From an optimization exercise on the open Yosys and OpenROAD flow, aimed at small area and a short achievable clock period; shortcuts taken in it are not production practice. The RTL was checked by simulation tests, not by an equivalence proof against the original design. Power figures rest on the tool's default switching activity, not on a simulated workload.

run 1:
==> flow/design.v (excerpt) <==
module SCPU_TOP(
    input clk,
    input rstn,
    input run,                    
    input hold,                   
    output [5:0]pc,               
    input [31:0]instr,            
    input [4:0]dbg_reg_addr,      
    output [31:0]dbg_reg_data,
    input [2:0]dbg_dm_addr,       
    output [7:0]dbg_dm_data
    );
Size in the first run: roughly 5400 cells after synthesis, about 90 I/O pins, about 0.060 mm² of cells after synthesis.
clock: 12.0 ns
lec_check: 0
cap_margin: 20
cell_pad_in_sites_detail_placement: 1
cell_pad_in_sites_global_placement: 2
core_margin: 2
core_utilization: 25
cts_buf_list: sky130_fd_sc_hd__clkbuf_8
place_density: 0.33
setup_slack_margin: 5
slew_margin: 20
tns_end_percent: 0
standard.sh (not shown) runs the stock make flow with config.mk's settings and CLKGATE_MAP_FILE= SYNTH_SCRIPT=/design/flow/synth_recipe.tcl, a recipe that flattens the netlist after the stock synthesis.
==> flow/flow/run.sh <==
#!/bin/bash
# Standard ORFS flow, except that the combinational logic of the standard
# synthesis is re-mapped by ABC (flow/remap.abc) before floorplanning.
# Registers (instances, names, cell types) are left exactly as the
# standard synthesis made them.
set -euo pipefail
R=orfs/results/sky130hd/SCPU_TOP/base
O=orfs/objects/sky130hd/SCPU_TOP/base
LIB=$FLOW_HOME/platforms/sky130hd/lib/sky130_fd_sc_hd__tt_025C_1v80.lib

# 1. standard synthesis
bash standard.sh synth > synth_std.log 2>&1

# 2. re-map the combinational cells
python3 flow/mkcells.py $LIB comb_cells.v > mkcells.log 2>&1
DU=""
for c in probe_p_8 probec_p_8 lpflow_bleeder_1 lpflow_clkbufkapwr_1 lpflow_clkbufkapwr_16 \
    lpflow_clkbufkapwr_2 lpflow_clkbufkapwr_4 lpflow_clkbufkapwr_8 lpflow_clkinvkapwr_1 \
    lpflow_clkinvkapwr_16 lpflow_clkinvkapwr_2 lpflow_clkinvkapwr_4 lpflow_clkinvkapwr_8 \
    lpflow_decapkapwr_12 lpflow_decapkapwr_3 lpflow_decapkapwr_4 lpflow_decapkapwr_6 \
    lpflow_decapkapwr_8 lpflow_inputiso0n_1 lpflow_inputiso0p_1 lpflow_inputiso1n_1 \
    lpflow_inputiso1p_1 lpflow_inputisolatch_1 lpflow_isobufsrc_1 lpflow_isobufsrc_16 \
    lpflow_isobufsrc_2 lpflow_isobufsrc_4 lpflow_isobufsrc_8 lpflow_isobufsrckapwr_16 \
    lpflow_lsbuf_lh_hl_isowell_tap_1 lpflow_lsbuf_lh_hl_isowell_tap_2 \
    lpflow_lsbuf_lh_hl_isowell_tap_4 lpflow_lsbuf_lh_isowell_4 lpflow_lsbuf_lh_isowell_tap_1 \
    lpflow_lsbuf_lh_isowell_tap_2 lpflow_lsbuf_lh_isowell_tap_4; do
  DU="$DU -dont_use sky130_fd_sc_hd__$c"
done
cp $R/1_2_yosys.v synth_std.v
cat > remap.ys <<EOY
read_liberty -lib $LIB
read_verilog -overwrite comb_cells.v
read_verilog synth_std.v
hierarchy -check -top $FLOW_TOP
flatten
opt -purge
techmap
opt -fast -purge
abc -script flow/remap.abc -liberty $LIB $DU -constr $O/abc.constr -D 4000
opt_clean -purge
setundef -zero
splitnets
opt_clean -purge
hilomap -singleton -hicell sky130_fd_sc_hd__conb_1 HI -locell sky130_fd_sc_hd__conb_1 LO
insbuf -buf sky130_fd_sc_hd__buf_4 A X
read_liberty -lib -ignore_redef $LIB
check -assert -mapped
stat -liberty $LIB
write_verilog -noattr -nohex -nodec remapped.v
EOY
yosys -l remap.log -s remap.ys > /dev/null 2>&1
cp remapped.v $R/1_2_yosys.v
rm -f $R/1_synth.odb $R/1_synth.sdc

# 3. the rest of the standard flow
bash standard.sh "BUFFER_PORTS_ARGS=-buffer_cell sky130_fd_sc_hd__buf_4" finish > flow_std.log 2>&1
Other scripts of this flow, unchanged in this note and not shown: flow/flow/mkcells.py, flow/flow/remap.abc
Run 1 finished end to end and its layout was clean on timing, DRC and antenna.
Here is what was changed in the inputs of run 2 compared with run 1.
Settings: CELL_PAD_IN_SITES_GLOBAL_PLACEMENT changed from 2 to 4; CORE_UTILIZATION changed from 25 to 20; CELL_PAD_IN_SITES_DETAIL_PLACEMENT changed from 1 to 2; PLACE_DENSITY changed from 0.33 to 0.3.
Findings:
The relative slew slack in run 2 was higher than what run 1 gave. On fraction of standard cell area that is sequential, the lower figure sits with run 2, not run 1. Comparing run 1 and run 2, the higher worst slack at placement was measured on run 1. Looking at startpoint of the worst setup timing path, the dbg_reg_addr[1] result is from run 2; the instr[17] one comes from run 1. From run 1 to run 2 the numbers moved as follows: floorplan row count grew by 21, critical path depth shrank by 13. Compared with run 1, run 2 shows a lower average vias per placed instance. On achievable frequency: between run 1 and run 2, it ends up lower for run 2. Fraction of the cycle the final worst path needs (lower): run 1. Worst setup slack is higher on run 1. The final non-filler cell area number comes out higher for run 2 vs run 1. Heaviest power group = sequential cells: run 1; heaviest power group = clock: run 2. Diff run 2..run 1 | total number of clock tree sinks | unchanged.
[inputs] run 3 vs run 2
Settings: CTS_BUF_LIST changed from sky130_fd_sc_hd__clkbuf_8 to sky130_fd_sc_hd__clkbuf_4 sky130_fd_sc_hd__clkbuf_8.
## What came out
~same relative contribution of combinational cells to total power in run 3 and run 2. | count of clock-buffer cells in the layout | lower: run 2 |. Summary — design area, run 3 relative to run 2: higher, by about 0.56%. In the flow results for run 3 and run 2, the fraction of power consumed by the clock network is larger on run 3. Delta (run 3 minus run 2): sequential share of layout area went down, share of total power consumed by net switching went down, net switching power figure did not really move.

[separate check: timing with driven ports]
How much do the figures lean on ideal ports? The routed layouts below were timed once more, with nothing changed but the port constraints.
Step 1 assumes that a clkbuf_16 drives the clock port and a buf_2 every other input.
Step 2 adds t to the input delays and takes it off the output delays; t is the mean of the earliest and latest rising clock arrival at the registers after step 1. Input paths then give back, and output paths get back, about the clock's delay inside the block.
Slacks: no drivers / after step 1 / after step 2; pairs: no drivers / after step 1.
run | t (ns) | setup WS [ns] | slew at the worst register clock pin (ns)
run 1 | 1.140 | 4.495 / 4.413 / 3.409 | 0.08 / 0.08
run 2 | 1.161 | 4.440 / 4.372 / 3.215 | 0.08 / 0.08
run 3 | 1.190 | 4.427 / 4.296 / 3.106 | 0.08 / 0.08
After both steps setup and hold are still met in every run listed. For run 3, which loses most, drivers alone change the setup slack by -0.131 ns; drivers and shift together by -1.321 ns.
